This design comes from an exercise in tuning for small area and a short achievable clock period on the open sky130 flow, not from production work. Only simulation tests tie the RTL to the original design; equivalence was not proved. Power figures rest on the tool's default switching activity, not on a simulated workload.

## old
Design wallace_mult_top, start of the top module:
module wallace_mult_top (
	input  wire        clk,
	input  wire        sext_a,
	input  wire        sext_b,
	input  wire [31:0] a,
	input  wire [31:0] b,
	output wire [63:0] out
);
==> flow/config.mk <==
export PLATFORM = sky130hd
export DESIGN_NAME = wallace_mult_top
export DESIGN_NICKNAME = wallace_mult_top
export VERILOG_FILES = /design/flow/design.v
export SDC_FILE = /design/flow/constraint.sdc
export NUM_CORES = 4
export LEC_CHECK = 0
export CAP_MARGIN = 20
export CORE_MARGIN = 2
export CORE_UTILIZATION = 40
export SLEW_MARGIN = 20
export SYNTH_HIERARCHICAL = 1
export SYNTH_MINIMUM_KEEP_SIZE = 0
==> flow/constraint.sdc <==
create_clock -name core_clock -period 8.5 [get_ports {clk}]
set_input_delay 1.7000 -clock core_clock [delete_from_list [all_inputs] [get_ports {clk}]]
set_output_delay 1.7000 -clock core_clock [all_outputs]
set_load 0.01 [all_outputs]
run.sh (not shown) runs the stock make flow with config.mk's settings and CLKGATE_MAP_FILE= SYNTH_SCRIPT=/design/flow/synth_recipe.tcl, a recipe that flattens the netlist after the stock synthesis.
### old -> new
- SETUP_SLACK_MARGIN newly set to 3.5
Notes after the runs:
- Compared with old, new shows a number of buffers added for setup after CTS that is 47 higher.
- Sort old and new by total global-route track usage asc -> top: old
- Placer congestion estimate came out exactly the same in old and new.
- From old to new the numbers moved as follows: worst hold slack shrank by 0.012 ns, maximum achievable frequency +38 MHz.
- Sort old and new by fraction of power consumed by the clock network, descending, and old comes first.
- Compare old and new | final cell count higher: new
- The power density over the cells was comparable across old and new.
- On new: biggest fanout along the worst timing path is 2 lower than what old gave.

========
wallace_mult_top, a different RTL version from the one above (not shown whole).
For scale: ~2700 cells after synthesis, about 190 flip-flops, roughly 130 I/O pins, roughly 28000 sq um of cells after synthesis.
make LEC_CHECK=0 CAP_MARGIN=20 CORE_MARGIN=2 CORE_UTILIZATION=60 SETUP_SLACK_MARGIN=4.0 SLEW_MARGIN=20 SYNTH_HIERARCHICAL=1 SYNTH_MINIMUM_KEEP_SIZE=0 finish   # period 8.5 ns
The starting point completed with no timing, DRC or antenna violations.
==> next run, changes <==
==> flow/flow/run.sh (new file) <==
#!/bin/bash
# The standard layout (standard.sh, with the standard flow's synthesis and settings), except that
# the port buffers that global placement inserts are buf_1 cells instead of the
# default choice. make's own output goes to standard.log; each tool's log is under
# orfs/logs/.
set -euo pipefail
bash standard.sh 'BUFFER_PORTS_ARGS=-buffer_cell sky130_fd_sc_hd__buf_1' finish > standard.log 2>&1
==> flow/standard.sh (new file) <==
#!/bin/bash
# synth_recipe.tcl (not shown) runs the flow's synth.tcl, then flattens the netlist and writes it again
# the make line also repeats each setting of config.mk as NAME=value (left out here)
make -C /OpenROAD-flow-scripts/flow DESIGN_CONFIG=/design/flow/config.mk WORK_HOME=/design/flow/orfs CLKGATE_MAP_FILE= SYNTH_SCRIPT=/design/flow/synth_recipe.tcl "${@:-finish}"
- CORE_UTILIZATION: 60 -> 65
removed: flow/run.sh
Synthesized cell count stays the same.
Area after synthesis is unchanged.
Global-route usage rose by 3.4 points.
Total power fell by 5.0%.
Clock-buffer cell count rose by 1.
==> next run, changes <==
- CORE_UTILIZATION: 65 -> 60
- SETUP_SLACK_MARGIN: 4.0 -> 4.15
After rerunning: Cell count went up by 1.6%. Critical path depth is unchanged. Synthesized cell count does not change. Sequential power stays flat. Power came out higher by 2.1%.

========
Starting RTL as in the previous note.
clock: 8.5 ns
lec_check: 0
cap_margin: 20
core_margin: 2
core_utilization: 60
setup_slack_margin: 4.0
slew_margin: 20
synth_hierarchical: 1
synth_minimum_keep_size: 0
tns_end_percent: 30
Stock flow here: none of the scripts above is used.
The starting point finished with timing, DRC and antenna clean.
Edit:
CAP_MARGIN = 0   (was 20)
CORE_UTILIZATION = 40   (was 60)
SLEW_MARGIN = 0   (was 20)
TNS_END_PERCENT = default   (was 30)
Effect: The new run completed with no timing, DRC or antenna violations. Design area climbs by 2.0%. Setup slack is better by 0.045 ns. Cell count climbs by 11%. Die area climbs by 49%. Global-route usage drops by 11 points. Utilization drops by 21 points. Via count stays flat. Clock-buffer cell count does not change. Synthesized cell count is unchanged. Critical path depth does not change. Power climbs by 1.4%.
Edit:
==> flow/flow/run.sh (new file) <==
#!/bin/bash
# The standard layout (standard.sh, with the standard flow's synthesis and settings), except that
# the port buffers that global placement inserts are buf_1 cells instead of the
# default choice. make's own output goes to standard.log; each tool's log is under
# orfs/logs/.
set -euo pipefail
bash standard.sh 'BUFFER_PORTS_ARGS=-buffer_cell sky130_fd_sc_hd__buf_1' finish > standard.log 2>&1
==> flow/standard.sh (new file) <==
#!/bin/bash
# synth_recipe.tcl (not shown) runs the flow's synth.tcl, then flattens the netlist and writes it again
# the make line also repeats each setting of config.mk as NAME=value (left out here)
make -C /OpenROAD-flow-scripts/flow DESIGN_CONFIG=/design/flow/config.mk WORK_HOME=/design/flow/orfs CLKGATE_MAP_FILE= SYNTH_SCRIPT=/design/flow/synth_recipe.tcl "${@:-finish}"
CAP_MARGIN = 20   (was 0)
CORE_UTILIZATION = 60   (was 40)
GPL_TIMING_DRIVEN = 0   (was default)
SLEW_MARGIN = 20   (was 0)
removed: flow/run.sh
=>
- The changed run produced a clean layout
- synthesized area does not change
- cell area is higher slightly
- power goes up by a few percent
Edit:
==> flow/run.sh (new file) <==
#!/bin/bash
# synth_recipe.tcl (not shown) runs the flow's synth.tcl, then flattens the netlist and writes it again
# the make line also repeats each setting of config.mk as NAME=value (left out here)
make -C /OpenROAD-flow-scripts/flow DESIGN_CONFIG=/design/flow/config.mk WORK_HOME=/design/flow/orfs CLKGATE_MAP_FILE= SYNTH_SCRIPT=/design/flow/synth_recipe.tcl finish
CORE_UTILIZATION = 75   (was 60)
GPL_TIMING_DRIVEN = default   (was 0)
removed: flow/flow/run.sh
removed: flow/standard.sh
Core utilization rose by 13 points.
Routed wire length fell by about a fifth.
First-iteration DRC count rose by a few percent.
Worst setup slack gets better by 0.11 ns.
Global-route usage rose by 2.3 points.
Cell area fell by a few percent.
Synthesized area is unchanged.
Register-to-register slack gets better by 0.14 ns.
Edit:
CORE_UTILIZATION = 40   (was 75)
=> The changed run completed with no timing, DRC or antenna violations; first-iteration DRC count shrinks by a quarter to a third; flip-flop and latch count does not change; total power increases slightly; combinational power is about the same.
Edit:
CORE_UTILIZATION = 60   (was 40)
SETUP_SLACK_MARGIN = 4.2   (was 4.0)
Effect: The new run finished with timing, DRC and antenna clean. Combinational power climbs by about 5%. Clock power drops by 3.4%. Count of clock-buffer cells in the layout climbs by 1. Cell count drops by 8.7%. Total power climbs by 3.7%. Die area drops by 33%. Wire length drops by 2.4%. Worst setup slack improves by 0.051 ns. First-iteration DRC count climbs by 15%. Final area climbs by 0.48%. Utilization climbs by 23 points.

re-timing with driven ports:
The results above use ideal ports. As a check the final layouts listed here were re-extracted and re-timed, cells and wires unchanged.
Step 1 (the two cells are an assumption about what drives the block):
set clk [get_ports {clk}]
set_driving_cell -lib_cell sky130_fd_sc_hd__clkbuf_16 $clk
set_driving_cell -lib_cell sky130_fd_sc_hd__buf_2 [delete_from_list [all_inputs] $clk]
Step 2 moves the port delays by t, midway between the first and last clock arrival at a register: inputs arrive t later, outputs are due t later. That takes back most of the time a late clock gives input paths.
Three values: ideal ports, drivers, drivers and shift; two values: the first two.
| run | shift t [ns] | setup WS [ns] | clock arrival spread, ns | worst slew at a driven data input, ns |
|---|---|---|---|---|
| old | 0.643 | 1.996 / 1.932 / 2.574 | 0.012 / 0.013 | 0.04 |
| new | 0.636 | 3.293 / 3.236 / 3.566 | 0.024 / 0.024 | 0.05 |
| the first run of note 2 | 0.561 | 4.006 / 3.946 / 4.090 | 0.029 / 0.029 | 0.10 |
| the second run of note 2 | 0.563 | 3.904 / 3.843 / 4.018 | 0.020 / 0.020 | 0.05 |
| the third run of note 2 | 0.578 | 3.945 / 3.887 / 4.214 | 0.030 / 0.030 | 0.07 |
| the first run of note 3 | 0.562 | 3.936 / 3.877 / 3.959 | 0.028 / 0.028 | 0.10 |
| the second run of note 3 | 0.575 | 3.981 / 3.921 / 4.021 | 0.022 / 0.022 | 0.07 |
| the third run of note 3 | 0.568 | 3.784 / 3.721 / 3.833 | 0.025 / 0.025 | 0.04 |
| the fourth run of note 3 | 0.544 | 3.891 / 3.831 / 3.968 | 0.011 / 0.010 | 0.07 |
| the fifth run of note 3 | 0.577 | 3.979 / 3.922 / 4.080 | 0.025 / 0.025 | 0.07 |
| the sixth run of note 3 | 0.581 | 4.030 / 3.968 / 4.252 | 0.031 / 0.031 | 0.09 |
After both steps every run listed still meets setup and hold.
